Background: an optimization exercise with open tools, aiming at small area, a short achievable clock period and few clock cycles per item. Do not read the settings as production practice.
No run shown here included a check of the RTL's function; only the layout flow was run.
No activity file was given, so power comes from the tool's default toggle rates.

<file path="config.mk">
export PLATFORM = sky130hd
export DESIGN_NAME = WallaceTreeMultiplier
export DESIGN_NICKNAME = WallaceTreeMultiplier
export VERILOG_FILES = /design/flow/design.v
export SDC_FILE = /design/flow/constraint.sdc
export NUM_CORES = 4
export LEC_CHECK = 0
export CAP_MARGIN = 20
export CORE_MARGIN = 2
export CORE_UTILIZATION = 40
export SLEW_MARGIN = 20
</file>
<file path="constraint.sdc">
create_clock -name core_clock -period 11.0 [get_ports {clk}]
set_input_delay 2.2000 -clock core_clock [delete_from_list [all_inputs] [get_ports {clk}]]
set_output_delay 2.2000 -clock core_clock [all_outputs]
set_load 0.01 [all_outputs]
</file>
<file path="design.v">
module WallaceTreeMultiplier (
    input                   clk,
    input                   rst,
    input  logic [31:0]     a,
    input  logic [31:0]     b,
    input  logic            start,
    input  logic [1:0]      mul_type,
    output logic            done,
    output logic [63:0]     p
);
  localparam logic [2:0] IDLE = 3'd0, G0 = 3'd1, G1 = 3'd2, G2 = 3'd3, G3 = 3'd4,
                         FIN = 3'd5, DN = 3'd6;
  logic [2:0]  st;
  logic        done_q;   
  logic [32:0] A;        
  logic        corr;     
  logic [31:0] PB;       
  logic [32:0] S, C;  
  logic [7:0]  Ls, Lc;   
  logic        n3d;      
  wire sa = (mul_type == 2'b01) || (mul_type == 2'b10);
  wire sb = (mul_type == 2'b01);
  wire grp = (st == G0) || (st == G1) || (st == G2) || (st == G3);
  function automatic logic [2:0] benc(input logic x2, input logic x1, input logic x0);
    benc = {x2, (x2 & ~x1 & ~x0) | (~x2 & x1 & x0), x1 ^ x0};
  endfunction
  logic [3:0] neg;
  wire [8:0] bn = (st == IDLE) ? {b[7:0], 1'b0} : PB[15:7];
  logic [3:0] neg_l, one_l, two_l;
  always_ff @(posedge clk) begin
    for (int k = 0; k < 4; k++)
      {neg_l[k], two_l[k], one_l[k]} <= benc(bn[2*k+2], bn[2*k+1], bn[2*k]);
  end
  wire [3:0] neg_h = neg_l, one_h = one_l, two_h = two_l;
  assign neg = neg_l;
  wire [34:0] Ae = {A[32], A[32], A};
  wire [35:0] Ae2 = {Ae, 1'b0};
  wire [34:0] m0 = {({18{one_h[0]}} & Ae[34:17]) | ({18{two_h[0]}} & Ae2[34:17]),
                       ({17{one_l[0]}} & Ae[16:0]) | ({17{two_l[0]}} & Ae2[16:0])};
  wire [34:0] r0 = {~(m0[34] ^ neg_h[0]), m0[33:17] ^ {17{neg_h[0]}}, m0[16:0] ^ {17{neg_l[0]}}};
  wire [34:0] m1 = {({18{one_h[1]}} & Ae[34:17]) | ({18{two_h[1]}} & Ae2[34:17]),
                       ({17{one_l[1]}} & Ae[16:0]) | ({17{two_l[1]}} & Ae2[16:0])};
  wire [34:0] r1 = {~(m1[34] ^ neg_h[1]), m1[33:17] ^ {17{neg_h[1]}}, m1[16:0] ^ {17{neg_l[1]}}};
  wire [34:0] m2 = {({18{one_h[2]}} & Ae[34:17]) | ({18{two_h[2]}} & Ae2[34:17]),
                       ({17{one_l[2]}} & Ae[16:0]) | ({17{two_l[2]}} & Ae2[16:0])};
  wire [34:0] r2 = {~(m2[34] ^ neg_h[2]), m2[33:17] ^ {17{neg_h[2]}}, m2[16:0] ^ {17{neg_l[2]}}};
  wire [34:0] m3 = {({18{one_h[3]}} & Ae[34:17]) | ({18{two_h[3]}} & Ae2[34:17]),
                       ({17{one_l[3]}} & Ae[16:0]) | ({17{two_l[3]}} & Ae2[16:0])};
  wire [34:0] r3 = {~(m3[34] ^ neg_h[3]), m3[33:17] ^ {17{neg_h[3]}}, m3[16:0] ^ {17{neg_l[3]}}};
  logic [132:0] tfs, tfc;
  logic [9:0] ths, thc;
  assign tfs[0] = S[0] ^ C[0] ^ neg_l[0];
  assign tfc[0] = (S[0] & C[0]) | (S[0] & neg_l[0]) | (C[0] & neg_l[0]);
  assign ths[0] = S[2] ^ C[2];
  assign thc[0] = S[2] & C[2];
  assign ths[1] = S[3] ^ C[3];
  assign thc[1] = S[3] & C[3];
  assign tfs[1] = S[4] ^ C[4] ^ neg_l[2];
  assign tfc[1] = (S[4] & C[4]) | (S[4] & neg_l[2]) | (C[4] & neg_l[2]);
  assign ths[2] = r0[4] ^ r1[2];
  assign thc[2] = r0[4] & r1[2];
  assign tfs[2] = S[5] ^ C[5] ^ r0[5];
  assign tfc[2] = (S[5] & C[5]) | (S[5] & r0[5]) | (C[5] & r0[5]);
  assign ths[3] = r1[3] ^ r2[1];
  assign thc[3] = r1[3] & r2[1];
  assign tfs[3] = S[6] ^ C[6] ^ r0[6];
  assign tfc[3] = (S[6] & C[6]) | (S[6] & r0[6]) | (C[6] & r0[6]);
  assign tfs[4] = r1[4] ^ r2[2] ^ r3[0];
  assign tfc[4] = (r1[4] & r2[2]) | (r1[4] & r3[0]) | (r2[2] & r3[0]);
  assign tfs[5] = S[7] ^ C[7] ^ r0[7];
  assign tfc[5] = (S[7] & C[7]) | (S[7] & r0[7]) | (C[7] & r0[7]);
  assign tfs[6] = r1[5] ^ r2[3] ^ r3[1];
  assign tfc[6] = (r1[5] & r2[3]) | (r1[5] & r3[1]) | (r2[3] & r3[1]);
  assign tfs[7] = S[8] ^ C[8] ^ r0[8];
  assign tfc[7] = (S[8] & C[8]) | (S[8] & r0[8]) | (C[8] & r0[8]);
  assign tfs[8] = r1[6] ^ r2[4] ^ r3[2];
  assign tfc[8] = (r1[6] & r2[4]) | (r1[6] & r3[2]) | (r2[4] & r3[2]);
  assign tfs[9] = S[9] ^ C[9] ^ r0[9];
  assign tfc[9] = (S[9] & C[9]) | (S[9] & r0[9]) | (C[9] & r0[9]);
  assign tfs[10] = r1[7] ^ r2[5] ^ r3[3];
  assign tfc[10] = (r1[7] & r2[5]) | (r1[7] & r3[3]) | (r2[5] & r3[3]);
  assign tfs[11] = S[10] ^ C[10] ^ r0[10];
  assign tfc[11] = (S[10] & C[10]) | (S[10] & r0[10]) | (C[10] & r0[10]);
  assign tfs[12] = r1[8] ^ r2[6] ^ r3[4];
  assign tfc[12] = (r1[8] & r2[6]) | (r1[8] & r3[4]) | (r2[6] & r3[4]);
  assign tfs[13] = S[11] ^ C[11] ^ r0[11];
  assign tfc[13] = (S[11] & C[11]) | (S[11] & r0[11]) | (C[11] & r0[11]);
  assign tfs[14] = r1[9] ^ r2[7] ^ r3[5];
  assign tfc[14] = (r1[9] & r2[7]) | (r1[9] & r3[5]) | (r2[7] & r3[5]);
  assign tfs[15] = S[12] ^ C[12] ^ r0[12];
  assign tfc[15] = (S[12] & C[12]) | (S[12] & r0[12]) | (C[12] & r0[12]);
  assign tfs[16] = r1[10] ^ r2[8] ^ r3[6];
  assign tfc[16] = (r1[10] & r2[8]) | (r1[10] & r3[6]) | (r2[8] & r3[6]);
  assign tfs[17] = S[13] ^ C[13] ^ r0[13];
  assign tfc[17] = (S[13] & C[13]) | (S[13] & r0[13]) | (C[13] & r0[13]);
  assign tfs[18] = r1[11] ^ r2[9] ^ r3[7];
  assign tfc[18] = (r1[11] & r2[9]) | (r1[11] & r3[7]) | (r2[9] & r3[7]);
  assign tfs[19] = S[14] ^ C[14] ^ r0[14];
  assign tfc[19] = (S[14] & C[14]) | (S[14] & r0[14]) | (C[14] & r0[14]);
  assign tfs[20] = r1[12] ^ r2[10] ^ r3[8];
  assign tfc[20] = (r1[12] & r2[10]) | (r1[12] & r3[8]) | (r2[10] & r3[8]);
  assign tfs[21] = S[15] ^ C[15] ^ r0[15];
  assign tfc[21] = (S[15] & C[15]) | (S[15] & r0[15]) | (C[15] & r0[15]);
  assign tfs[22] = r1[13] ^ r2[11] ^ r3[9];
  assign tfc[22] = (r1[13] & r2[11]) | (r1[13] & r3[9]) | (r2[11] & r3[9]);
  assign tfs[23] = S[16] ^ C[16] ^ r0[16];
  assign tfc[23] = (S[16] & C[16]) | (S[16] & r0[16]) | (C[16] & r0[16]);
  assign tfs[24] = r1[14] ^ r2[12] ^ r3[10];
  assign tfc[24] = (r1[14] & r2[12]) | (r1[14] & r3[10]) | (r2[12] & r3[10]);
  assign tfs[25] = S[17] ^ C[17] ^ r0[17];
  assign tfc[25] = (S[17] & C[17]) | (S[17] & r0[17]) | (C[17] & r0[17]);
  assign tfs[26] = r1[15] ^ r2[13] ^ r3[11];
  assign tfc[26] = (r1[15] & r2[13]) | (r1[15] & r3[11]) | (r2[13] & r3[11]);
  assign tfs[27] = S[18] ^ C[18] ^ r0[18];
  assign tfc[27] = (S[18] & C[18]) | (S[18] & r0[18]) | (C[18] & r0[18]);
  assign tfs[28] = r1[16] ^ r2[14] ^ r3[12];
  assign tfc[28] = (r1[16] & r2[14]) | (r1[16] & r3[12]) | (r2[14] & r3[12]);
  assign tfs[29] = S[19] ^ C[19] ^ r0[19];
  assign tfc[29] = (S[19] & C[19]) | (S[19] & r0[19]) | (C[19] & r0[19]);
  assign tfs[30] = r1[17] ^ r2[15] ^ r3[13];
  assign tfc[30] = (r1[17] & r2[15]) | (r1[17] & r3[13]) | (r2[15] & r3[13]);
  assign tfs[31] = S[20] ^ C[20] ^ r0[20];
  assign tfc[31] = (S[20] & C[20]) | (S[20] & r0[20]) | (C[20] & r0[20]);
  assign tfs[32] = r1[18] ^ r2[16] ^ r3[14];
  assign tfc[32] = (r1[18] & r2[16]) | (r1[18] & r3[14]) | (r2[16] & r3[14]);
  assign tfs[33] = S[21] ^ C[21] ^ r0[21];
  assign tfc[33] = (S[21] & C[21]) | (S[21] & r0[21]) | (C[21] & r0[21]);
  assign tfs[34] = r1[19] ^ r2[17] ^ r3[15];
  assign tfc[34] = (r1[19] & r2[17]) | (r1[19] & r3[15]) | (r2[17] & r3[15]);
  assign tfs[35] = S[22] ^ C[22] ^ r0[22];
  assign tfc[35] = (S[22] & C[22]) | (S[22] & r0[22]) | (C[22] & r0[22]);
  assign tfs[36] = r1[20] ^ r2[18] ^ r3[16];
  assign tfc[36] = (r1[20] & r2[18]) | (r1[20] & r3[16]) | (r2[18] & r3[16]);
  assign tfs[37] = S[23] ^ C[23] ^ r0[23];
  assign tfc[37] = (S[23] & C[23]) | (S[23] & r0[23]) | (C[23] & r0[23]);
  assign tfs[38] = r1[21] ^ r2[19] ^ r3[17];
  assign tfc[38] = (r1[21] & r2[19]) | (r1[21] & r3[17]) | (r2[19] & r3[17]);
  assign tfs[39] = S[24] ^ C[24] ^ r0[24];
  assign tfc[39] = (S[24] & C[24]) | (S[24] & r0[24]) | (C[24] & r0[24]);
  assign tfs[40] = r1[22] ^ r2[20] ^ r3[18];
  assign tfc[40] = (r1[22] & r2[20]) | (r1[22] & r3[18]) | (r2[20] & r3[18]);
  assign tfs[41] = S[25] ^ C[25] ^ r0[25];
  assign tfc[41] = (S[25] & C[25]) | (S[25] & r0[25]) | (C[25] & r0[25]);
  assign tfs[42] = r1[23] ^ r2[21] ^ r3[19];
  assign tfc[42] = (r1[23] & r2[21]) | (r1[23] & r3[19]) | (r2[21] & r3[19]);
  assign tfs[43] = S[26] ^ C[26] ^ r0[26];
  assign tfc[43] = (S[26] & C[26]) | (S[26] & r0[26]) | (C[26] & r0[26]);
  assign tfs[44] = r1[24] ^ r2[22] ^ r3[20];
  assign tfc[44] = (r1[24] & r2[22]) | (r1[24] & r3[20]) | (r2[22] & r3[20]);
  assign tfs[45] = S[27] ^ C[27] ^ r0[27];
  assign tfc[45] = (S[27] & C[27]) | (S[27] & r0[27]) | (C[27] & r0[27]);
  assign tfs[46] = r1[25] ^ r2[23] ^ r3[21];
  assign tfc[46] = (r1[25] & r2[23]) | (r1[25] & r3[21]) | (r2[23] & r3[21]);
  assign tfs[47] = S[28] ^ C[28] ^ r0[28];
  assign tfc[47] = (S[28] & C[28]) | (S[28] & r0[28]) | (C[28] & r0[28]);
  assign tfs[48] = r1[26] ^ r2[24] ^ r3[22];
  assign tfc[48] = (r1[26] & r2[24]) | (r1[26] & r3[22]) | (r2[24] & r3[22]);
  assign tfs[49] = S[29] ^ C[29] ^ r0[29];
  assign tfc[49] = (S[29] & C[29]) | (S[29] & r0[29]) | (C[29] & r0[29]);
  assign tfs[50] = r1[27] ^ r2[25] ^ r3[23];
  assign tfc[50] = (r1[27] & r2[25]) | (r1[27] & r3[23]) | (r2[25] & r3[23]);
  assign tfs[51] = S[30] ^ C[30] ^ r0[30];
  assign tfc[51] = (S[30] & C[30]) | (S[30] & r0[30]) | (C[30] & r0[30]);
  assign tfs[52] = r1[28] ^ r2[26] ^ r3[24];
  assign tfc[52] = (r1[28] & r2[26]) | (r1[28] & r3[24]) | (r2[26] & r3[24]);
  assign tfs[53] = S[31] ^ C[31] ^ r0[31];
  assign tfc[53] = (S[31] & C[31]) | (S[31] & r0[31]) | (C[31] & r0[31]);
  assign tfs[54] = r1[29] ^ r2[27] ^ r3[25];
  assign tfc[54] = (r1[29] & r2[27]) | (r1[29] & r3[25]) | (r2[27] & r3[25]);
  assign tfs[55] = S[32] ^ C[32] ^ r0[32];
  assign tfc[55] = (S[32] & C[32]) | (S[32] & r0[32]) | (C[32] & r0[32]);
  assign tfs[56] = r1[30] ^ r2[28] ^ r3[26];
  assign tfc[56] = (r1[30] & r2[28]) | (r1[30] & r3[26]) | (r2[28] & r3[26]);
  assign tfs[57] = 1'b1 ^ r0[33] ^ r1[31];
  assign tfc[57] = (1'b1 & r0[33]) | (1'b1 & r1[31]) | (r0[33] & r1[31]);
  assign ths[4] = r2[29] ^ r3[27];
  assign thc[4] = r2[29] & r3[27];
  assign tfs[58] = r0[34] ^ r1[32] ^ r2[30];
  assign tfc[58] = (r0[34] & r1[32]) | (r0[34] & r2[30]) | (r1[32] & r2[30]);
  assign ths[5] = 1'b1 ^ r1[33];
  assign thc[5] = 1'b1 & r1[33];
  assign ths[6] = r0[0] ^ tfs[0];
  assign thc[6] = r0[0] & tfs[0];
  assign tfs[59] = S[1] ^ C[1] ^ tfc[0];
  assign tfc[59] = (S[1] & C[1]) | (S[1] & tfc[0]) | (C[1] & tfc[0]);
  assign tfs[60] = neg_l[1] ^ ths[0] ^ r0[2];
  assign tfc[60] = (neg_l[1] & ths[0]) | (neg_l[1] & r0[2]) | (ths[0] & r0[2]);
  assign tfs[61] = thc[0] ^ ths[1] ^ r0[3];
  assign tfc[61] = (thc[0] & ths[1]) | (thc[0] & r0[3]) | (ths[1] & r0[3]);
  assign tfs[62] = thc[1] ^ r2[0] ^ tfs[1];
  assign tfc[62] = (thc[1] & r2[0]) | (thc[1] & tfs[1]) | (r2[0] & tfs[1]);
  assign tfs[63] = tfc[1] ^ thc[2] ^ ths[3];
  assign tfc[63] = (tfc[1] & thc[2]) | (tfc[1] & ths[3]) | (thc[2] & ths[3]);
  assign tfs[64] = thc[3] ^ tfc[2] ^ tfs[3];
  assign tfc[64] = (thc[3] & tfc[2]) | (thc[3] & tfs[3]) | (tfc[2] & tfs[3]);
  assign tfs[65] = tfc[3] ^ tfc[4] ^ tfs[5];
  assign tfc[65] = (tfc[3] & tfc[4]) | (tfc[3] & tfs[5]) | (tfc[4] & tfs[5]);
  assign tfs[66] = tfc[5] ^ tfc[6] ^ tfs[7];
  assign tfc[66] = (tfc[5] & tfc[6]) | (tfc[5] & tfs[7]) | (tfc[6] & tfs[7]);
  assign tfs[67] = tfc[7] ^ tfc[8] ^ tfs[9];
  assign tfc[67] = (tfc[7] & tfc[8]) | (tfc[7] & tfs[9]) | (tfc[8] & tfs[9]);
  assign tfs[68] = tfc[9] ^ tfc[10] ^ tfs[11];
  assign tfc[68] = (tfc[9] & tfc[10]) | (tfc[9] & tfs[11]) | (tfc[10] & tfs[11]);
  assign tfs[69] = tfc[11] ^ tfc[12] ^ tfs[13];
  assign tfc[69] = (tfc[11] & tfc[12]) | (tfc[11] & tfs[13]) | (tfc[12] & tfs[13]);
  assign tfs[70] = tfc[13] ^ tfc[14] ^ tfs[15];
  assign tfc[70] = (tfc[13] & tfc[14]) | (tfc[13] & tfs[15]) | (tfc[14] & tfs[15]);
  assign tfs[71] = tfc[15] ^ tfc[16] ^ tfs[17];
  assign tfc[71] = (tfc[15] & tfc[16]) | (tfc[15] & tfs[17]) | (tfc[16] & tfs[17]);
  assign tfs[72] = tfc[17] ^ tfc[18] ^ tfs[19];
  assign tfc[72] = (tfc[17] & tfc[18]) | (tfc[17] & tfs[19]) | (tfc[18] & tfs[19]);
  assign tfs[73] = tfc[19] ^ tfc[20] ^ tfs[21];
  assign tfc[73] = (tfc[19] & tfc[20]) | (tfc[19] & tfs[21]) | (tfc[20] & tfs[21]);
  assign tfs[74] = tfc[21] ^ tfc[22] ^ tfs[23];
  assign tfc[74] = (tfc[21] & tfc[22]) | (tfc[21] & tfs[23]) | (tfc[22] & tfs[23]);
  assign tfs[75] = tfc[23] ^ tfc[24] ^ tfs[25];
  assign tfc[75] = (tfc[23] & tfc[24]) | (tfc[23] & tfs[25]) | (tfc[24] & tfs[25]);
  assign tfs[76] = tfc[25] ^ tfc[26] ^ tfs[27];
  assign tfc[76] = (tfc[25] & tfc[26]) | (tfc[25] & tfs[27]) | (tfc[26] & tfs[27]);
  assign tfs[77] = tfc[27] ^ tfc[28] ^ tfs[29];
  assign tfc[77] = (tfc[27] & tfc[28]) | (tfc[27] & tfs[29]) | (tfc[28] & tfs[29]);
  assign tfs[78] = tfc[29] ^ tfc[30] ^ tfs[31];
  assign tfc[78] = (tfc[29] & tfc[30]) | (tfc[29] & tfs[31]) | (tfc[30] & tfs[31]);
  assign tfs[79] = tfc[31] ^ tfc[32] ^ tfs[33];
  assign tfc[79] = (tfc[31] & tfc[32]) | (tfc[31] & tfs[33]) | (tfc[32] & tfs[33]);
  assign tfs[80] = tfc[33] ^ tfc[34] ^ tfs[35];
  assign tfc[80] = (tfc[33] & tfc[34]) | (tfc[33] & tfs[35]) | (tfc[34] & tfs[35]);
  assign tfs[81] = tfc[35] ^ tfc[36] ^ tfs[37];
  assign tfc[81] = (tfc[35] & tfc[36]) | (tfc[35] & tfs[37]) | (tfc[36] & tfs[37]);
  assign tfs[82] = tfc[37] ^ tfc[38] ^ tfs[39];
  assign tfc[82] = (tfc[37] & tfc[38]) | (tfc[37] & tfs[39]) | (tfc[38] & tfs[39]);
  assign tfs[83] = tfc[39] ^ tfc[40] ^ tfs[41];
  assign tfc[83] = (tfc[39] & tfc[40]) | (tfc[39] & tfs[41]) | (tfc[40] & tfs[41]);
  assign tfs[84] = tfc[41] ^ tfc[42] ^ tfs[43];
  assign tfc[84] = (tfc[41] & tfc[42]) | (tfc[41] & tfs[43]) | (tfc[42] & tfs[43]);
  assign tfs[85] = tfc[43] ^ tfc[44] ^ tfs[45];
  assign tfc[85] = (tfc[43] & tfc[44]) | (tfc[43] & tfs[45]) | (tfc[44] & tfs[45]);
  assign tfs[86] = tfc[45] ^ tfc[46] ^ tfs[47];
  assign tfc[86] = (tfc[45] & tfc[46]) | (tfc[45] & tfs[47]) | (tfc[46] & tfs[47]);
  assign tfs[87] = tfc[47] ^ tfc[48] ^ tfs[49];
  assign tfc[87] = (tfc[47] & tfc[48]) | (tfc[47] & tfs[49]) | (tfc[48] & tfs[49]);
  assign tfs[88] = tfc[49] ^ tfc[50] ^ tfs[51];
  assign tfc[88] = (tfc[49] & tfc[50]) | (tfc[49] & tfs[51]) | (tfc[50] & tfs[51]);
  assign tfs[89] = tfc[51] ^ tfc[52] ^ tfs[53];
  assign tfc[89] = (tfc[51] & tfc[52]) | (tfc[51] & tfs[53]) | (tfc[52] & tfs[53]);
  assign tfs[90] = tfc[53] ^ tfc[54] ^ tfs[55];
  assign tfc[90] = (tfc[53] & tfc[54]) | (tfc[53] & tfs[55]) | (tfc[54] & tfs[55]);
  assign tfs[91] = ths[4] ^ tfc[55] ^ tfc[56];
  assign tfc[91] = (ths[4] & tfc[55]) | (ths[4] & tfc[56]) | (tfc[55] & tfc[56]);
  assign tfs[92] = r3[28] ^ thc[4] ^ tfc[57];
  assign tfc[92] = (r3[28] & thc[4]) | (r3[28] & tfc[57]) | (thc[4] & tfc[57]);
  assign tfs[93] = r2[31] ^ r3[29] ^ ths[5];
  assign tfc[93] = (r2[31] & r3[29]) | (r2[31] & ths[5]) | (r3[29] & ths[5]);
  assign tfs[94] = r1[34] ^ r2[32] ^ r3[30];
  assign tfc[94] = (r1[34] & r2[32]) | (r1[34] & r3[30]) | (r2[32] & r3[30]);
  assign ths[7] = 1'b1 ^ r2[33];
  assign thc[7] = 1'b1 & r2[33];
  assign ths[8] = k8 ^ ths[6];
  assign thc[8] = k8 & ths[6];
  assign tfs[95] = r0[1] ^ thc[6] ^ tfs[59];
  assign tfc[95] = (r0[1] & thc[6]) | (r0[1] & tfs[59]) | (thc[6] & tfs[59]);
  assign tfs[96] = r1[0] ^ tfc[59] ^ tfs[60];
  assign tfc[96] = (r1[0] & tfc[59]) | (r1[0] & tfs[60]) | (tfc[59] & tfs[60]);
  assign tfs[97] = r1[1] ^ tfc[60] ^ tfs[61];
  assign tfc[97] = (r1[1] & tfc[60]) | (r1[1] & tfs[61]) | (tfc[60] & tfs[61]);
  assign tfs[98] = ths[2] ^ tfc[61] ^ tfs[62];
  assign tfc[98] = (ths[2] & tfc[61]) | (ths[2] & tfs[62]) | (tfc[61] & tfs[62]);
  assign tfs[99] = tfc[62] ^ tfs[2] ^ tfs[63];
  assign tfc[99] = (tfc[62] & tfs[2]) | (tfc[62] & tfs[63]) | (tfs[2] & tfs[63]);
  assign tfs[100] = tfs[4] ^ tfc[63] ^ tfs[64];
  assign tfc[100] = (tfs[4] & tfc[63]) | (tfs[4] & tfs[64]) | (tfc[63] & tfs[64]);
  assign tfs[101] = tfs[6] ^ tfc[64] ^ tfs[65];
  assign tfc[101] = (tfs[6] & tfc[64]) | (tfs[6] & tfs[65]) | (tfc[64] & tfs[65]);
  assign tfs[102] = tfs[8] ^ tfc[65] ^ tfs[66];
  assign tfc[102] = (tfs[8] & tfc[65]) | (tfs[8] & tfs[66]) | (tfc[65] & tfs[66]);
  assign tfs[103] = tfs[10] ^ tfc[66] ^ tfs[67];
  assign tfc[103] = (tfs[10] & tfc[66]) | (tfs[10] & tfs[67]) | (tfc[66] & tfs[67]);
  assign tfs[104] = tfs[12] ^ tfc[67] ^ tfs[68];
  assign tfc[104] = (tfs[12] & tfc[67]) | (tfs[12] & tfs[68]) | (tfc[67] & tfs[68]);
  assign tfs[105] = tfs[14] ^ tfc[68] ^ tfs[69];
  assign tfc[105] = (tfs[14] & tfc[68]) | (tfs[14] & tfs[69]) | (tfc[68] & tfs[69]);
  assign tfs[106] = tfs[16] ^ tfc[69] ^ tfs[70];
  assign tfc[106] = (tfs[16] & tfc[69]) | (tfs[16] & tfs[70]) | (tfc[69] & tfs[70]);
  assign tfs[107] = tfs[18] ^ tfc[70] ^ tfs[71];
  assign tfc[107] = (tfs[18] & tfc[70]) | (tfs[18] & tfs[71]) | (tfc[70] & tfs[71]);
  assign tfs[108] = tfs[20] ^ tfc[71] ^ tfs[72];
  assign tfc[108] = (tfs[20] & tfc[71]) | (tfs[20] & tfs[72]) | (tfc[71] & tfs[72]);
  assign tfs[109] = tfs[22] ^ tfc[72] ^ tfs[73];
  assign tfc[109] = (tfs[22] & tfc[72]) | (tfs[22] & tfs[73]) | (tfc[72] & tfs[73]);
  assign tfs[110] = tfs[24] ^ tfc[73] ^ tfs[74];
  assign tfc[110] = (tfs[24] & tfc[73]) | (tfs[24] & tfs[74]) | (tfc[73] & tfs[74]);
  assign tfs[111] = tfs[26] ^ tfc[74] ^ tfs[75];
  assign tfc[111] = (tfs[26] & tfc[74]) | (tfs[26] & tfs[75]) | (tfc[74] & tfs[75]);
  assign tfs[112] = tfs[28] ^ tfc[75] ^ tfs[76];
  assign tfc[112] = (tfs[28] & tfc[75]) | (tfs[28] & tfs[76]) | (tfc[75] & tfs[76]);
  assign tfs[113] = tfs[30] ^ tfc[76] ^ tfs[77];
  assign tfc[113] = (tfs[30] & tfc[76]) | (tfs[30] & tfs[77]) | (tfc[76] & tfs[77]);
  assign tfs[114] = tfs[32] ^ tfc[77] ^ tfs[78];
  assign tfc[114] = (tfs[32] & tfc[77]) | (tfs[32] & tfs[78]) | (tfc[77] & tfs[78]);
  assign tfs[115] = tfs[34] ^ tfc[78] ^ tfs[79];
  assign tfc[115] = (tfs[34] & tfc[78]) | (tfs[34] & tfs[79]) | (tfc[78] & tfs[79]);
  assign tfs[116] = tfs[36] ^ tfc[79] ^ tfs[80];
  assign tfc[116] = (tfs[36] & tfc[79]) | (tfs[36] & tfs[80]) | (tfc[79] & tfs[80]);
  assign tfs[117] = tfs[38] ^ tfc[80] ^ tfs[81];
  assign tfc[117] = (tfs[38] & tfc[80]) | (tfs[38] & tfs[81]) | (tfc[80] & tfs[81]);
  assign tfs[118] = tfs[40] ^ tfc[81] ^ tfs[82];
  assign tfc[118] = (tfs[40] & tfc[81]) | (tfs[40] & tfs[82]) | (tfc[81] & tfs[82]);
  assign tfs[119] = tfs[42] ^ tfc[82] ^ tfs[83];
  assign tfc[119] = (tfs[42] & tfc[82]) | (tfs[42] & tfs[83]) | (tfc[82] & tfs[83]);
  assign tfs[120] = tfs[44] ^ tfc[83] ^ tfs[84];
  assign tfc[120] = (tfs[44] & tfc[83]) | (tfs[44] & tfs[84]) | (tfc[83] & tfs[84]);
  assign tfs[121] = tfs[46] ^ tfc[84] ^ tfs[85];
  assign tfc[121] = (tfs[46] & tfc[84]) | (tfs[46] & tfs[85]) | (tfc[84] & tfs[85]);
  assign tfs[122] = tfs[48] ^ tfc[85] ^ tfs[86];
  assign tfc[122] = (tfs[48] & tfc[85]) | (tfs[48] & tfs[86]) | (tfc[85] & tfs[86]);
  assign tfs[123] = tfs[50] ^ tfc[86] ^ tfs[87];
  assign tfc[123] = (tfs[50] & tfc[86]) | (tfs[50] & tfs[87]) | (tfc[86] & tfs[87]);
  assign tfs[124] = tfs[52] ^ tfc[87] ^ tfs[88];
  assign tfc[124] = (tfs[52] & tfc[87]) | (tfs[52] & tfs[88]) | (tfc[87] & tfs[88]);
  assign tfs[125] = tfs[54] ^ tfc[88] ^ tfs[89];
  assign tfc[125] = (tfs[54] & tfc[88]) | (tfs[54] & tfs[89]) | (tfc[88] & tfs[89]);
  assign tfs[126] = tfs[56] ^ tfc[89] ^ tfs[90];
  assign tfc[126] = (tfs[56] & tfc[89]) | (tfs[56] & tfs[90]) | (tfc[89] & tfs[90]);
  assign tfs[127] = tfs[57] ^ tfs[91] ^ tfc[90];
  assign tfc[127] = (tfs[57] & tfs[91]) | (tfs[57] & tfc[90]) | (tfs[91] & tfc[90]);
  assign tfs[128] = tfs[58] ^ tfc[91] ^ tfs[92];
  assign tfc[128] = (tfs[58] & tfc[91]) | (tfs[58] & tfs[92]) | (tfc[91] & tfs[92]);
  assign tfs[129] = tfc[58] ^ tfs[93] ^ tfc[92];
  assign tfc[129] = (tfc[58] & tfs[93]) | (tfc[58] & tfc[92]) | (tfs[93] & tfc[92]);
  assign tfs[130] = thc[5] ^ tfs[94] ^ tfc[93];
  assign tfc[130] = (thc[5] & tfs[94]) | (thc[5] & tfc[93]) | (tfs[94] & tfc[93]);
  assign tfs[131] = r3[31] ^ ths[7] ^ tfc[94];
  assign tfc[131] = (r3[31] & ths[7]) | (r3[31] & tfc[94]) | (ths[7] & tfc[94]);
  assign tfs[132] = r2[34] ^ r3[32] ^ thc[7];
  assign tfc[132] = (r2[34] & r3[32]) | (r2[34] & thc[7]) | (r3[32] & thc[7]);
  assign ths[9] = 1'b1 ^ r3[33];
  assign thc[9] = 1'b1 & r3[33];
  wire [42:0] ts = {1'b0, 1'b1, r3[34], ths[9], tfs[132], tfs[131], tfs[130], tfc[128], tfc[127], tfc[126], tfc[125], tfc[124], tfc[123], tfc[122], tfc[121], tfc[120], tfc[119], tfc[118], tfc[117], tfc[116], tfc[115], tfc[114], tfc[113], tfc[112], tfc[111], tfc[110], tfc[109], tfc[108], tfc[107], tfc[106], tfc[105], tfc[104], tfc[103], tfc[102], tfc[101], tfc[100], tfc[99], tfc[98], tfc[97], tfc[96], tfc[95], thc[8], ths[8]};
  wire [42:0] tc = {1'b0, 1'b0, thc[9], tfc[132], tfc[131], tfc[130], tfc[129], tfs[129], tfs[128], tfs[127], tfs[126], tfs[125], tfs[124], tfs[123], tfs[122], tfs[121], tfs[120], tfs[119], tfs[118], tfs[117], tfs[116], tfs[115], tfs[114], tfs[113], tfs[112], tfs[111], tfs[110], tfs[109], tfs[108], tfs[107], tfs[106], tfs[105], tfs[104], tfs[103], tfs[102], tfs[101], tfs[100], tfs[99], tfs[98], tfs[97], tfs[96], tfs[95], lo_c8};
  wire x6 = Ls[6] ^ Lc[6] ^ n3d;
  wire k7 = (Ls[6] & Lc[6]) | (Ls[6] & n3d) | (Lc[6] & n3d);
  wire x7 = Ls[7] ^ Lc[7] ^ k7;
  wire k8 = (Ls[7] & Lc[7]) | (Ls[7] & k7) | (Lc[7] & k7);
  wire [31:0] ca = corr ? A[31:0] : 32'd0;
  wire [31:0] fu = S[31:0] ^ C[31:0] ^ ca;
  wire [31:0] fv = ((S[31:0] ^ C[31:0]) & ca) | (S[31:0] & C[31:0]);
  wire [39:0] ax = {fu, x7, x6, Ls[5:0]};
  wire [39:0] ay = {fv[30:0], k8, 2'b00, Lc[5:0]};
  logic [39:0] ad_s;
  logic ad_co;
  logic [40:0] ad_c;   
  always_comb begin
    logic [40:0] g, p;
    g = {ax & ay, 1'b0};
    p = {ax ^ ay, 1'b0};
    begin
      logic [40:0] g0, p0;
      g0 = g; p0 = p;
      g[1] = g0[1] | (p0[1] & g0[0]); p[1] = p0[1] & p0[0];
      g[3] = g0[3] | (p0[3] & g0[2]); p[3] = p0[3] & p0[2];
      g[5] = g0[5] | (p0[5] & g0[4]); p[5] = p0[5] & p0[4];
      g[7] = g0[7] | (p0[7] & g0[6]); p[7] = p0[7] & p0[6];
      g[9] = g0[9] | (p0[9] & g0[8]); p[9] = p0[9] & p0[8];
      g[11] = g0[11] | (p0[11] & g0[10]); p[11] = p0[11] & p0[10];
      g[13] = g0[13] | (p0[13] & g0[12]); p[13] = p0[13] & p0[12];
      g[15] = g0[15] | (p0[15] & g0[14]); p[15] = p0[15] & p0[14];
      g[17] = g0[17] | (p0[17] & g0[16]); p[17] = p0[17] & p0[16];
      g[19] = g0[19] | (p0[19] & g0[18]); p[19] = p0[19] & p0[18];
      g[21] = g0[21] | (p0[21] & g0[20]); p[21] = p0[21] & p0[20];
      g[23] = g0[23] | (p0[23] & g0[22]); p[23] = p0[23] & p0[22];
      g[25] = g0[25] | (p0[25] & g0[24]); p[25] = p0[25] & p0[24];
      g[27] = g0[27] | (p0[27] & g0[26]); p[27] = p0[27] & p0[26];
      g[29] = g0[29] | (p0[29] & g0[28]); p[29] = p0[29] & p0[28];
      g[31] = g0[31] | (p0[31] & g0[30]); p[31] = p0[31] & p0[30];
      g[33] = g0[33] | (p0[33] & g0[32]); p[33] = p0[33] & p0[32];
      g[35] = g0[35] | (p0[35] & g0[34]); p[35] = p0[35] & p0[34];
      g[37] = g0[37] | (p0[37] & g0[36]); p[37] = p0[37] & p0[36];
      g[39] = g0[39] | (p0[39] & g0[38]); p[39] = p0[39] & p0[38];
    end
    begin
      logic [40:0] g0, p0;
      g0 = g; p0 = p;
      g[3] = g0[3] | (p0[3] & g0[1]); p[3] = p0[3] & p0[1];
      g[7] = g0[7] | (p0[7] & g0[5]); p[7] = p0[7] & p0[5];
      g[11] = g0[11] | (p0[11] & g0[9]); p[11] = p0[11] & p0[9];
      g[15] = g0[15] | (p0[15] & g0[13]); p[15] = p0[15] & p0[13];
      g[19] = g0[19] | (p0[19] & g0[17]); p[19] = p0[19] & p0[17];
      g[23] = g0[23] | (p0[23] & g0[21]); p[23] = p0[23] & p0[21];
      g[27] = g0[27] | (p0[27] & g0[25]); p[27] = p0[27] & p0[25];
      g[31] = g0[31] | (p0[31] & g0[29]); p[31] = p0[31] & p0[29];
      g[35] = g0[35] | (p0[35] & g0[33]); p[35] = p0[35] & p0[33];
      g[39] = g0[39] | (p0[39] & g0[37]); p[39] = p0[39] & p0[37];
    end
    begin
      logic [40:0] g0, p0;
      g0 = g; p0 = p;
      g[7] = g0[7] | (p0[7] & g0[3]); p[7] = p0[7] & p0[3];
      g[15] = g0[15] | (p0[15] & g0[11]); p[15] = p0[15] & p0[11];
      g[23] = g0[23] | (p0[23] & g0[19]); p[23] = p0[23] & p0[19];
      g[31] = g0[31] | (p0[31] & g0[27]); p[31] = p0[31] & p0[27];
      g[39] = g0[39] | (p0[39] & g0[35]); p[39] = p0[39] & p0[35];
    end
    begin
      logic [40:0] g0, p0;
      g0 = g; p0 = p;
      g[15] = g0[15] | (p0[15] & g0[7]); p[15] = p0[15] & p0[7];
      g[31] = g0[31] | (p0[31] & g0[23]); p[31] = p0[31] & p0[23];
    end
    begin
      logic [40:0] g0, p0;
      g0 = g; p0 = p;
      g[31] = g0[31] | (p0[31] & g0[15]); p[31] = p0[31] & p0[15];
    end
    begin
      logic [40:0] g0, p0;
      g0 = g; p0 = p;
    end
    begin
      logic [40:0] g0, p0;
      g0 = g; p0 = p;
    end
    begin
      logic [40:0] g0, p0;
      g0 = g; p0 = p;
    end
    begin
      logic [40:0] g0, p0;
      g0 = g; p0 = p;
      g[23] = g0[23] | (p0[23] & g0[15]); p[23] = p0[23] & p0[15];
      g[39] = g0[39] | (p0[39] & g0[31]); p[39] = p0[39] & p0[31];
    end
    begin
      logic [40:0] g0, p0;
      g0 = g; p0 = p;
      g[11] = g0[11] | (p0[11] & g0[7]); p[11] = p0[11] & p0[7];
      g[19] = g0[19] | (p0[19] & g0[15]); p[19] = p0[19] & p0[15];
      g[27] = g0[27] | (p0[27] & g0[23]); p[27] = p0[27] & p0[23];
      g[35] = g0[35] | (p0[35] & g0[31]); p[35] = p0[35] & p0[31];
    end
    begin
      logic [40:0] g0, p0;
      g0 = g; p0 = p;
      g[5] = g0[5] | (p0[5] & g0[3]); p[5] = p0[5] & p0[3];
      g[9] = g0[9] | (p0[9] & g0[7]); p[9] = p0[9] & p0[7];
      g[13] = g0[13] | (p0[13] & g0[11]); p[13] = p0[13] & p0[11];
      g[17] = g0[17] | (p0[17] & g0[15]); p[17] = p0[17] & p0[15];
      g[21] = g0[21] | (p0[21] & g0[19]); p[21] = p0[21] & p0[19];
      g[25] = g0[25] | (p0[25] & g0[23]); p[25] = p0[25] & p0[23];
      g[29] = g0[29] | (p0[29] & g0[27]); p[29] = p0[29] & p0[27];
      g[33] = g0[33] | (p0[33] & g0[31]); p[33] = p0[33] & p0[31];
      g[37] = g0[37] | (p0[37] & g0[35]); p[37] = p0[37] & p0[35];
    end
    begin
      logic [40:0] g0, p0;
      g0 = g; p0 = p;
      g[2] = g0[2] | (p0[2] & g0[1]); p[2] = p0[2] & p0[1];
      g[4] = g0[4] | (p0[4] & g0[3]); p[4] = p0[4] & p0[3];
      g[6] = g0[6] | (p0[6] & g0[5]); p[6] = p0[6] & p0[5];
      g[8] = g0[8] | (p0[8] & g0[7]); p[8] = p0[8] & p0[7];
      g[10] = g0[10] | (p0[10] & g0[9]); p[10] = p0[10] & p0[9];
      g[12] = g0[12] | (p0[12] & g0[11]); p[12] = p0[12] & p0[11];
      g[14] = g0[14] | (p0[14] & g0[13]); p[14] = p0[14] & p0[13];
      g[16] = g0[16] | (p0[16] & g0[15]); p[16] = p0[16] & p0[15];
      g[18] = g0[18] | (p0[18] & g0[17]); p[18] = p0[18] & p0[17];
      g[20] = g0[20] | (p0[20] & g0[19]); p[20] = p0[20] & p0[19];
      g[22] = g0[22] | (p0[22] & g0[21]); p[22] = p0[22] & p0[21];
      g[24] = g0[24] | (p0[24] & g0[23]); p[24] = p0[24] & p0[23];
      g[26] = g0[26] | (p0[26] & g0[25]); p[26] = p0[26] & p0[25];
      g[28] = g0[28] | (p0[28] & g0[27]); p[28] = p0[28] & p0[27];
      g[30] = g0[30] | (p0[30] & g0[29]); p[30] = p0[30] & p0[29];
      g[32] = g0[32] | (p0[32] & g0[31]); p[32] = p0[32] & p0[31];
      g[34] = g0[34] | (p0[34] & g0[33]); p[34] = p0[34] & p0[33];
      g[36] = g0[36] | (p0[36] & g0[35]); p[36] = p0[36] & p0[35];
      g[38] = g0[38] | (p0[38] & g0[37]); p[38] = p0[38] & p0[37];
      g[40] = g0[40] | (p0[40] & g0[39]); p[40] = p0[40] & p0[39];
    end
    ad_s = (ax ^ ay) ^ g[39:0];
    ad_co = g[40];
    ad_c = g;
  end
  wire [7:0] lo = ad_s[7:0];
  wire lo_c8 = ad_c[8];
  wire [31:0] phi = ad_s[39:8];
  wire zop = (A == 33'd0) || (PB == 32'd0);
  always_ff @(posedge clk) begin
    if (rst) begin
      st <= IDLE;
      done_q <= 1'b0;
    end
    else begin
      done_q <= (st == FIN) || (st == G0 && zop) || (st == DN && start);
      case (st)
        IDLE: if (start) st <= G0;
        G0: st <= zop ? DN : G1;
        G1: st <= G2;
        G2: st <= G3;
        G3: st <= FIN;
        FIN: st <= DN;
        DN: if (!start) st <= IDLE;
        default: st <= IDLE;
      endcase
    end
  end
  wire zclr = (st == G0) && zop;
  always_ff @(posedge clk) begin
    A <= {sa & a[31], a};
    corr <= ~sb & b[31];
    C <= grp ? tc[40:8] : 33'd1 << 32;
    Ls <= grp ? ts[7:0] : 8'd0;
    Lc <= grp ? tc[7:0] : 8'd0;
    n3d <= grp ? neg[3] : 1'b0;
    if (st == IDLE) PB <= b;
    else if (zclr) PB <= '0;
    else if (grp || st == FIN) PB <= {lo, PB[31:8]};
    if (zclr) S <= '0;
    else if (st == IDLE) S <= 33'd1 << 32;
    else if (grp) S <= ts[40:8];
    else if (st == FIN) S[31:0] <= phi;
  end
  assign done = done_q;
  assign p = {S[31:0], PB};
endmodule
</file>
<file path="flow/run.sh">
#!/bin/bash
# Standard layout, with timing repair asked to leave a larger setup margin,
# plain buffers (not delay buffers) on the ports, and no dummy clock loads.
export SETUP_SLACK_MARGIN=7.62
export BUFFER_PORTS_ARGS="-buffer_cell sky130_fd_sc_hd__buf_1"
export CTS_ARGS="-sink_clustering_enable -repair_clock_nets -dont_use_dummy_load"
bash standard.sh > standard_run.log 2>&1
</file>
<file path="standard.sh">
#!/bin/bash
# synth_recipe.tcl (not shown) runs the flow's synth.tcl, then flattens the netlist and writes it again
# the make line also repeats each setting of config.mk as NAME=value (left out here)
make -C /OpenROAD-flow-scripts/flow DESIGN_CONFIG=/design/flow/config.mk WORK_HOME=/design/flow/orfs CLKGATE_MAP_FILE= SYNTH_SCRIPT=/design/flow/synth_recipe.tcl "${@:-finish}"
</file>
==> results of run 1 <==
-- sequential cells by signal (all words and copies together), names as in the netlist --
register  flops
Ls            8
A            33
C            33
done_q        1
st            3
PB           32
two_l         4
S            33
n3d           1
one_l         4
neg_l         4
corr          1
Lc            8
-- critical path: stages (launching register included) --
cell,delay [ps]
dfxtp_4,370
buf_12,150
and2_1,140
fa_1,440
ha_2,430
nand4_1,160
nor2_4,170
nand2_2,80
o211ai_4,300
or2b_1,290
buf_4,140
o21ai_2,160
fa_2,450
a221oi_2,270
nor2_1,80
a21oi_1,140
nor2_1,50
-- per-stage QoR --
step / cells / hold WS [ps] / setup WS [ps] / area (um2) / total power, mW
2_1_floorplan: 1390 / 497.0 / 7425 / 14070 / 3.524
3_3_place_gp: 1840 / 528.3 / 6735 / 14470 / 4.373
3_5_place_dp: 1840 / 528.6 / 6678 / 14470 / 4.438
4_1_cts: 1874 / 538.6 / 7151 / 15320 / 5.081
5_1_grt: 1887 / 566.1 / 6949 / 15550 / 5.667
6_report: 1887 / 529.5 / 7016 / 15550 / 5.170
-- power breakdown --
group / internal (mW) / leakage (nW) / total, mW / switching (mW)
logic: 1.67 / 4.29 / 3.53 / 1.87
clock network: 0.268 / 0.210 / 0.504 / 0.235
registers: 0.805 / 1.46 / 1.13 / 0.327
-- worst paths after layout --
| kind | start | endpoint | slack, ps |
|---|---|---|---|
| max | corr | S[23] | 7020 |
| min | S[24] | S[24] | 530 |
| max reg2reg | corr | S[23] | 7020 |
| min reg2reg | S[24] | S[24] | 530 |
-- logic make-up after synthesis --
logic type                 share of synthesized area
and+or+nand+nor                               0.1099
DFF                                           0.2591
AOI/OAI and AO/OA                             0.1469
muxes                                       0.004652
adders and majority gates                     0.3052
buffers and inverters                        0.07282
xor gates and xnor gates                      0.1014
-- metal layers --
layer | share of wire | up-vias | wire [um]
met4 | 0.027 | 0 | 1170
met2 | 0.49 | 476 | 21090
met5 | 0 | - | 0
met1 | 0.42 | 5469 | 18100
met3 | 0.066 | 89 | 2851
li1 | - | 4740 | -
-- layout by cell type (no fill, tap or decap), types with 34 or more instances in the layout --
| cell type | count |
|---|---|
| fa_1 | 169 |
| xnor2_1 | 140 |
| buf_1 | 133 |
| a22oi_1 | 128 |
| dfxtp_1 | 98 |
| nand2_1 | 98 |
| and2_1 | 75 |
| inv_1 | 63 |
| nor2_1 | 55 |
| a21oi_1 | 50 |
| ha_1 | 39 |
| o21ai_0 | 34 |
-- area by class of cell --
class	instances	area share
sequential	165	0.2372
timing repair buffer	173	0.05521
inverter	66	0.01593
multi-input combinational	1009	0.6274
antenna	2	0.0003219
clock buffer	17	0.02736
tap	455	0.03662
-- timing repair --
item                       4_1_cts  5_1_grt
gates resized for setup         70       41
buffers inserted                17       11
gates cloned                     0        0
setup endpoints to repair       34       37
pin swaps                       28       30
==> results.py, run 1 <==
metrics = {
    "synthesis": {
        "synth_warnings": 1,
        "synthTopCellsByArea": "fa_1 26%, dfxtp_1 19%, xnor2_1 8.9%",
        "synth.avg_cell_area_um2": 10.06,
        "synth_cell_types": 60,
        "synthCells": 1390,
        "synth_largest_area_cell": "fa_1",
        "async_flop_share": 0,
        "yosysMostFrequentCell": "fa_1",
        "yosysSeqAreaShare": 0.2591,
        "mappedNetlistArea_mm2": 0.01399,
        "synth_ff_type": "dfxtp_1",
        "synth_edf_count": 32,
        "ys_seq_elements": 165,
        "synth_nets": 1691,
        "yosysTopAreaCellShare": 0.2605,
        "yosys-top-cells-count": "182 x fa_1, 142 x xnor2_1, 133 x dfxtp_1, 128 x a22oi_1, 101 x nand2_1",
    },
    "timing": {
        "max_slew_margin": 0.3836,
        "period_needed_ps": 3984,
        "tns_ps": 0,
        "worst_slew_pin_slew_ps": 923.6,
        "rsz0062_at_grt": "true",
        "finalHoldViolations": 0,
        "fin_crit_sh": 0.3622,
        "setup_viol": 0,
        "timing.fmax_mhz": 251.0,
        "skew_ps": 25.28,
        "maxSlewViolCount": 0,
    },
    "detailed_routing": {
        "dr.pass1.iters": 6,
        "vias": 10774,
        "wl_per_cell_um": 22.90,
        "wl_mm": 43.22,
        "drc": 0,
        "dr.first_iter.drc_count": 1053,
        "ant_nets": 0,
        "via_per_inst": 5.710,
    },
    "clock_network": {
        "numCtsBuffers": 17,
        "cts_tree": "yes",
        "holdBufCountCts": 0,
        "clockBufferDepth": 2,
        "htree_levels": 4,
        "cts_sinks": 165,
        "cts.reportedPaths.clkPinSlew_ps": 70,
        "clock-root-buffer": "clkbuf_16",
        "clkLatencyLatePin_ps": 460,
    },
    "setup_path": {
        "end_kind": "flop",
        "cp.required_ps": 11300,
        "cp_max_fo": 8,
        "crit_type": "reg2reg",
        "cp-start-kind": "flop",
        "crit_arrival_ps": 4290,
        "reg2regPathDepth": 16,
    },
    "floorplan": {
        "die_w_um": 191.0,
        "io_pins": 134,
        "row_count": 68,
        "core_area_mm2": 0.03446,
        "die_y_um": 191.0,
        "start_util": 0.4059,
        "die_area_mm2": 0.03648,
    },
    "place": {
        "dp_hpwl_mm": 28.78,
        "finalWeightedCongestion": 0.8812,
        "port_buffers": 133,
    },
    "cells_and_area": {
        "nets": 1733,
        "nFillCells": 3235,
        "fin_util": 0.4512,
        "area_growth_syn_to_layout_pct": 11.16,
        "drive_above_1_share": 0.1245,
        "regArea_mm2": 0.003687,
        "multi_input_area_mm2": 0.009754,
    },
    "global_routing": {
        "gr-total-overflow": 0,
        "grt_use_met2": 0.3999,
        "grt_pass1_vias": 11026,
        "antenna_found_initial": 2,
        "top_usage_layer": "met2",
        "grt_max_degree": 51,
        "grt_usage": 0.2427,
        "grt_use_met3": 0.04039,
        "gr-usage-met1": 0.3198,
        "grt_pass1_wl_mm": 65.98,
    },
    "power": {
        "ir_worst_vdd_mv": 0.1283,
        "power_density_mw_per_mm2": 332.5,
        "p_leak_nw": 5.960,
    },
    "min_path": {
        "holdPathStages": 2,
        "min_path_type": "reg2reg",
    },
    "flow_run": {
        "max-cap-violations": 0,
    },
    "outcome": {
        "status": "finished clean",
    },
}
==> run 2, diff against run 1 <==
--- a/design.v
+++ b/design.v
@@ -383,10 +383,19 @@
       g[3] = g0[3] | (p0[3] & g0[1]); p[3] = p0[3] & p0[1];
+      g[5] = g0[5] | (p0[5] & g0[3]); p[5] = p0[5] & p0[3];
       g[7] = g0[7] | (p0[7] & g0[5]); p[7] = p0[7] & p0[5];
+      g[9] = g0[9] | (p0[9] & g0[7]); p[9] = p0[9] & p0[7];
       g[11] = g0[11] | (p0[11] & g0[9]); p[11] = p0[11] & p0[9];
+      g[13] = g0[13] | (p0[13] & g0[11]); p[13] = p0[13] & p0[11];
       g[15] = g0[15] | (p0[15] & g0[13]); p[15] = p0[15] & p0[13];
+      g[17] = g0[17] | (p0[17] & g0[15]); p[17] = p0[17] & p0[15];
       g[19] = g0[19] | (p0[19] & g0[17]); p[19] = p0[19] & p0[17];
+      g[21] = g0[21] | (p0[21] & g0[19]); p[21] = p0[21] & p0[19];
       g[23] = g0[23] | (p0[23] & g0[21]); p[23] = p0[23] & p0[21];
+      g[25] = g0[25] | (p0[25] & g0[23]); p[25] = p0[25] & p0[23];
       g[27] = g0[27] | (p0[27] & g0[25]); p[27] = p0[27] & p0[25];
+      g[29] = g0[29] | (p0[29] & g0[27]); p[29] = p0[29] & p0[27];
       g[31] = g0[31] | (p0[31] & g0[29]); p[31] = p0[31] & p0[29];
+      g[33] = g0[33] | (p0[33] & g0[31]); p[33] = p0[33] & p0[31];
       g[35] = g0[35] | (p0[35] & g0[33]); p[35] = p0[35] & p0[33];
+      g[37] = g0[37] | (p0[37] & g0[35]); p[37] = p0[37] & p0[35];
       g[39] = g0[39] | (p0[39] & g0[37]); p[39] = p0[39] & p0[37];
@@ -396,6 +405,19 @@
       g0 = g; p0 = p;
+      g[5] = g0[5] | (p0[5] & g0[1]); p[5] = p0[5] & p0[1];
       g[7] = g0[7] | (p0[7] & g0[3]); p[7] = p0[7] & p0[3];
+      g[9] = g0[9] | (p0[9] & g0[5]); p[9] = p0[9] & p0[5];
+      g[11] = g0[11] | (p0[11] & g0[7]); p[11] = p0[11] & p0[7];
+      g[13] = g0[13] | (p0[13] & g0[9]); p[13] = p0[13] & p0[9];
       g[15] = g0[15] | (p0[15] & g0[11]); p[15] = p0[15] & p0[11];
+      g[17] = g0[17] | (p0[17] & g0[13]); p[17] = p0[17] & p0[13];
+      g[19] = g0[19] | (p0[19] & g0[15]); p[19] = p0[19] & p0[15];
+      g[21] = g0[21] | (p0[21] & g0[17]); p[21] = p0[21] & p0[17];
       g[23] = g0[23] | (p0[23] & g0[19]); p[23] = p0[23] & p0[19];
+      g[25] = g0[25] | (p0[25] & g0[21]); p[25] = p0[25] & p0[21];
+      g[27] = g0[27] | (p0[27] & g0[23]); p[27] = p0[27] & p0[23];
+      g[29] = g0[29] | (p0[29] & g0[25]); p[29] = p0[29] & p0[25];
       g[31] = g0[31] | (p0[31] & g0[27]); p[31] = p0[31] & p0[27];
+      g[33] = g0[33] | (p0[33] & g0[29]); p[33] = p0[33] & p0[29];
+      g[35] = g0[35] | (p0[35] & g0[31]); p[35] = p0[35] & p0[31];
+      g[37] = g0[37] | (p0[37] & g0[33]); p[37] = p0[37] & p0[33];
       g[39] = g0[39] | (p0[39] & g0[35]); p[39] = p0[39] & p0[35];
@@ -405,26 +427,17 @@
       g0 = g; p0 = p;
+      g[9] = g0[9] | (p0[9] & g0[1]); p[9] = p0[9] & p0[1];
+      g[11] = g0[11] | (p0[11] & g0[3]); p[11] = p0[11] & p0[3];
+      g[13] = g0[13] | (p0[13] & g0[5]); p[13] = p0[13] & p0[5];
       g[15] = g0[15] | (p0[15] & g0[7]); p[15] = p0[15] & p0[7];
-      g[31] = g0[31] | (p0[31] & g0[23]); p[31] = p0[31] & p0[23];
-    end
-    begin
-      logic [40:0] g0, p0;
-      g0 = g; p0 = p;
-      g[31] = g0[31] | (p0[31] & g0[15]); p[31] = p0[31] & p0[15];
-    end
-    begin
-      logic [40:0] g0, p0;
-      g0 = g; p0 = p;
-    end
-    begin
-      logic [40:0] g0, p0;
-      g0 = g; p0 = p;
-    end
-    begin
-      logic [40:0] g0, p0;
-      g0 = g; p0 = p;
-    end
-    begin
-      logic [40:0] g0, p0;
-      g0 = g; p0 = p;
+      g[17] = g0[17] | (p0[17] & g0[9]); p[17] = p0[17] & p0[9];
+      g[19] = g0[19] | (p0[19] & g0[11]); p[19] = p0[19] & p0[11];
+      g[21] = g0[21] | (p0[21] & g0[13]); p[21] = p0[21] & p0[13];
       g[23] = g0[23] | (p0[23] & g0[15]); p[23] = p0[23] & p0[15];
+      g[25] = g0[25] | (p0[25] & g0[17]); p[25] = p0[25] & p0[17];
+      g[27] = g0[27] | (p0[27] & g0[19]); p[27] = p0[27] & p0[19];
+      g[29] = g0[29] | (p0[29] & g0[21]); p[29] = p0[29] & p0[21];
+      g[31] = g0[31] | (p0[31] & g0[23]); p[31] = p0[31] & p0[23];
+      g[33] = g0[33] | (p0[33] & g0[25]); p[33] = p0[33] & p0[25];
+      g[35] = g0[35] | (p0[35] & g0[27]); p[35] = p0[35] & p0[27];
+      g[37] = g0[37] | (p0[37] & g0[29]); p[37] = p0[37] & p0[29];
       g[39] = g0[39] | (p0[39] & g0[31]); p[39] = p0[39] & p0[31];
@@ -434,6 +447,14 @@
       g0 = g; p0 = p;
-      g[11] = g0[11] | (p0[11] & g0[7]); p[11] = p0[11] & p0[7];
-      g[19] = g0[19] | (p0[19] & g0[15]); p[19] = p0[19] & p0[15];
-      g[27] = g0[27] | (p0[27] & g0[23]); p[27] = p0[27] & p0[23];
-      g[35] = g0[35] | (p0[35] & g0[31]); p[35] = p0[35] & p0[31];
+      g[17] = g0[17] | (p0[17] & g0[1]); p[17] = p0[17] & p0[1];
+      g[19] = g0[19] | (p0[19] & g0[3]); p[19] = p0[19] & p0[3];
+      g[21] = g0[21] | (p0[21] & g0[5]); p[21] = p0[21] & p0[5];
+      g[23] = g0[23] | (p0[23] & g0[7]); p[23] = p0[23] & p0[7];
+      g[25] = g0[25] | (p0[25] & g0[9]); p[25] = p0[25] & p0[9];
+      g[27] = g0[27] | (p0[27] & g0[11]); p[27] = p0[27] & p0[11];
+      g[29] = g0[29] | (p0[29] & g0[13]); p[29] = p0[29] & p0[13];
+      g[31] = g0[31] | (p0[31] & g0[15]); p[31] = p0[31] & p0[15];
+      g[33] = g0[33] | (p0[33] & g0[17]); p[33] = p0[33] & p0[17];
+      g[35] = g0[35] | (p0[35] & g0[19]); p[35] = p0[35] & p0[19];
+      g[37] = g0[37] | (p0[37] & g0[21]); p[37] = p0[37] & p0[21];
+      g[39] = g0[39] | (p0[39] & g0[23]); p[39] = p0[39] & p0[23];
     end
@@ -442,11 +463,6 @@
       g0 = g; p0 = p;
-      g[5] = g0[5] | (p0[5] & g0[3]); p[5] = p0[5] & p0[3];
-      g[9] = g0[9] | (p0[9] & g0[7]); p[9] = p0[9] & p0[7];
-      g[13] = g0[13] | (p0[13] & g0[11]); p[13] = p0[13] & p0[11];
-      g[17] = g0[17] | (p0[17] & g0[15]); p[17] = p0[17] & p0[15];
-      g[21] = g0[21] | (p0[21] & g0[19]); p[21] = p0[21] & p0[19];
-      g[25] = g0[25] | (p0[25] & g0[23]); p[25] = p0[25] & p0[23];
-      g[29] = g0[29] | (p0[29] & g0[27]); p[29] = p0[29] & p0[27];
-      g[33] = g0[33] | (p0[33] & g0[31]); p[33] = p0[33] & p0[31];
-      g[37] = g0[37] | (p0[37] & g0[35]); p[37] = p0[37] & p0[35];
+      g[33] = g0[33] | (p0[33] & g0[1]); p[33] = p0[33] & p0[1];
+      g[35] = g0[35] | (p0[35] & g0[3]); p[35] = p0[35] & p0[3];
+      g[37] = g0[37] | (p0[37] & g0[5]); p[37] = p0[37] & p0[5];
+      g[39] = g0[39] | (p0[39] & g0[7]); p[39] = p0[39] & p0[7];
     end
==> run 2 against run 1 <==
Still clean. Synthesized cell count is 2.6% lower. Critical path depth is 3 higher. Global-route usage is 0.41 points lower. Clock power hardly changed. Register-to-register slack better by 130 ps. Routed wire length is 2.4% lower. Die area is 1.1% lower. Non-clock buffer count is 3 higher. Synthesized area is 1.2% lower. Critical endpoint is now S[29]. Largest power group unchanged.
==> results.py, run 2 <==
metrics = {
    "setup_path": {
        "cp.required_ps": 11320,
        "end_kind": "flop",
        "cp-start-kind": "flop",
        "reg2regPathDepth": 19,
        "reg2reg_slack_ps": 7150,
        "cp_max_fo": 10,
        "crit_type": "reg2reg",
        "crit_arrival_ps": 4170,
        "timing.rr.start": "corr",
        "r2r-end": "S[29]",
    },
    "detailed_routing": {
        "ant_nets": 0,
        "wl_mm": 42.20,
        "wl_per_cell_um": 22.79,
        "drc": 0,
        "dr.first_iter.drc_count": 860,
        "via_per_inst": 5.631,
        "dr.pass1.iters": 5,
        "vias": 10429,
    },
    "power": {
        "power_density_mw_per_mm2": 332.2,
        "ir_worst_vdd_mv": 0.1516,
        "p_leak_nw": 5.996,
    },
    "cells_and_area": {
        "nets": 1700,
        "drive_above_1_share": 0.1317,
        "num_antenna_cells": 0,
        "mostFrequentLayoutCell": "fa_1",
        "multi_input_area_mm2": 0.009555,
        "regArea_mm2": 0.003700,
        "area_growth_syn_to_layout_pct": 11.98,
        "reg.largest.list": "A x33, C x33, S x33",
        "nFillCells": 3216,
        "layout_common_cells": "166 x fa_1, 139 x xnor2_1, 133 x buf_1, 128 x a22oi_1, 92 x dfxtp_1",
    },
    "synthesis": {
        "synth_warnings": 1,
        "synth_nets": 1655,
        "synthCells": 1354,
        "ys_seq_elements": 165,
        "synth.avg_cell_area_um2": 10.21,
        "yosys-top-cells-count": "182 x fa_1, 142 x xnor2_1, 133 x dfxtp_1, 128 x a22oi_1, 105 x clkbuf_1",
        "synth_edf_count": 32,
        "yosysMostFrequentCell": "fa_1",
        "synth_largest_area_cell": "fa_1",
        "yosysSeqAreaShare": 0.2622,
        "async_flop_share": 0,
        "mappedNetlistArea_mm2": 0.01382,
        "yosysTopAreaCellShare": 0.2636,
        "synth_cell_types": 51,
        "synth_ff_type": "dfxtp_1",
        "synthTopCellsByArea": "fa_1 26%, dfxtp_1 19%, xnor2_1 9.0%",
    },
    "global_routing": {
        "grt_max_degree": 45,
        "grt_usage": 0.2386,
        "grt_pass1_wl_mm": 64.83,
        "antenna_found_initial": 0,
        "gr-total-overflow": 0,
        "grt_pass1_vias": 10954,
    },
    "min_path": {
        "min_path_type": "reg2reg",
        "holdPathStages": 2,
        "hold_end": "S[28]",
        "hold_path.startpoint": "S[28]",
    },
    "floorplan": {
        "die_w_um": 189.9,
        "die_area_mm2": 0.03606,
        "row_count": 68,
        "io_pins": 134,
        "start_util": 0.4031,
        "die_y_um": 189.9,
        "core_area_mm2": 0.03429,
    },
    "timing": {
        "setup_viol": 0,
        "period_needed_ps": 3851,
        "tns_ps": 0,
        "fin_crit_sh": 0.3501,
        "maxSlewViolCount": 0,
        "rsz0062_at_grt": "true",
        "max_slew_margin": 0.3023,
        "skew_ps": 32.53,
        "timing.fmax_mhz": 259.7,
        "finalHoldViolations": 0,
        "setup_ws_ps": 7149,
        "worst_slew_pin_slew_ps": 1047,
    },
    "flow_run": {
        "max-cap-violations": 0,
    },
    "clock_network": {
        "clock-root-buffer": "clkbuf_16",
        "holdBufCountCts": 0,
        "clkLatencyLatePin_ps": 460,
        "numCtsBuffers": 17,
        "htree_levels": 4,
        "cts.reportedPaths.clkPinSlew_ps": 70,
        "cts_sinks": 165,
        "cts_tree": "yes",
        "clockBufferDepth": 2,
    },
    "place": {
        "dpl_worst_slack_ps": 6683,
        "port_buffers": 133,
        "dp_hpwl_mm": 28.41,
        "finalWeightedCongestion": 0.8548,
    },
    "outcome": {
        "status": "finished clean",
    },
}
==> run 2: changes by cell type after synthesis, moves of 7 or more <==
| cell | before | now |
|---|---|---|
| buf_2 | 38 | 8 |
| nor2_1 | 59 | 69 |
| a21oi_1 | 62 | 27 |
| and2_1 | 79 | 71 |
| inv_1 | 64 | 90 |
| nand2_1 | 101 | 56 |
| clkbuf_1 | 64 | 105 |
| a221oi_1 | 9 | 16 |
| nor3_1 | 19 | 1 |
| o211ai_1 | 19 | 8 |
| a22o_1 | 6 | 27 |
| a211oi_1 | 2 | 24 |
==> run 2: area by class of cell <==
cell class	instances	area share
flip-flops and latches	165	0.2390
clock buffers	17	0.02749
well taps	455	0.03678
multi-input cells	949	0.6174
inverters	90	0.02183
repair buffers	176	0.05748
==> run 2: cells by family after synthesis <==
logic type | Yosys count | share of synthesized area
AND/OR/NAND/NOR | 246 | 0.08935
XOR/XNOR | 163 | 0.1033
adder cells (fa/ha/maj) | 232 | 0.3089
AO/OA/AOI/OAI | 301 | 0.1565
multiplexers | 7 | 0.005250
buffers and inverters | 240 | 0.07459
flip-flops | 165 | 0.2622
==> run 2: layer usage <==
metal | track usage | part of all wire | vias up
met5 | 0 | 0 | -
met4 | 0.07126 | 0.022 | 0
met3 | 0.04759 | 0.067 | 65
met2 | 0.3880 | 0.48 | 384
met1 | 0.3223 | 0.44 | 5370
li1 | - | - | 4610
==> run 2: worst max-delay path by stage <==
| stage | from | to |
|---|---|---|
| 2_1_floorplan | corr | S[29] |
| 3_3_place_gp | corr | S[19] |
| 3_5_place_dp | corr | S[19] |
| 4_1_cts | corr | S[19] |
| 5_1_grt | corr | S[29] |
| 6_report | corr | S[29] |
==> run 2: timing repair <==
| action | in CTS | in global routing |
|---|---|---|
| setup endpoints to repair | 34 | 37 |
| resized for setup | 71 | 39 |
| buffers inserted | 23 | 8 |
| pin swaps | 42 | 31 |
==> run 2: stage by stage <==
stage	total power [mW]	area (um2)	util	hold WS [ps]	std cells
finish	5.142	15480	0.4514	555.1	1852
detailed placement	4.384	14420	0.4206	572.7	1804
CTS	5.051	15260	0.4452	588.7	1844
global placement	4.325	14420	0.4206	572.0	1804
floorplan	3.452	13980	-	488.9	1354
global route	5.650	15480	0.4514	590.9	1852
==> run 2: worst max-delay path, stage by stage, from the launching register on <==
cell	delay [ps]
dfxtp_4	410
buf_12	140
nand2_2	50
fa_1	500
inv_1	60
ha_1	300
nand4_1	140
o221ai_2	250
a31oi_1	130
o21ai_1	170
a31oi_2	80
o31a_1	320
o21ai_2	180
nand3_1	90
nand2_1	80
fa_2	430
nand2_2	80
a211oi_2	60
a221oi_2	170
nor2_1	60
==> run 2: power by group <==
| group | internal, mW | switching [mW] | total, mW |
|---|---|---|---|
| sequential | 0.806 | 0.332 | 1.14 |
| combinational | 1.67 | 1.83 | 3.50 |
| clock | 0.268 | 0.236 | 0.505 |
| total | 2.74 | 2.40 | 5.14 |

==> static timing again, ports no longer ideal <==
In the flow no input, the clock included, has a driving cell. The finished layouts below were timed again as built, in two steps.
Step 1 assumes that a clkbuf_16 drives the clock port and a buf_2 every other input.
Step 2 adds t to the input delays and takes it off the output delays; t is the mean of the earliest and latest rising clock arrival at the registers after step 1. Input paths then give back, and output paths get back, about the clock's delay inside the block.
a / b / c = ideal ports / drivers / drivers and shift; a / b = the first two.
run	t, ns	slack for setup (ns)	latest minus earliest clock arrival (ns)	worst slew at a driven data input, ns	cell pins on the clock port's net
run 1	0.495	7.016 / 7.016 / 7.016	0.025 / 0.026	0.10	1
run 2	0.493	7.149 / 7.149 / 7.149	0.033 / 0.033	0.05	1
After both steps every run listed still meets setup and hold.
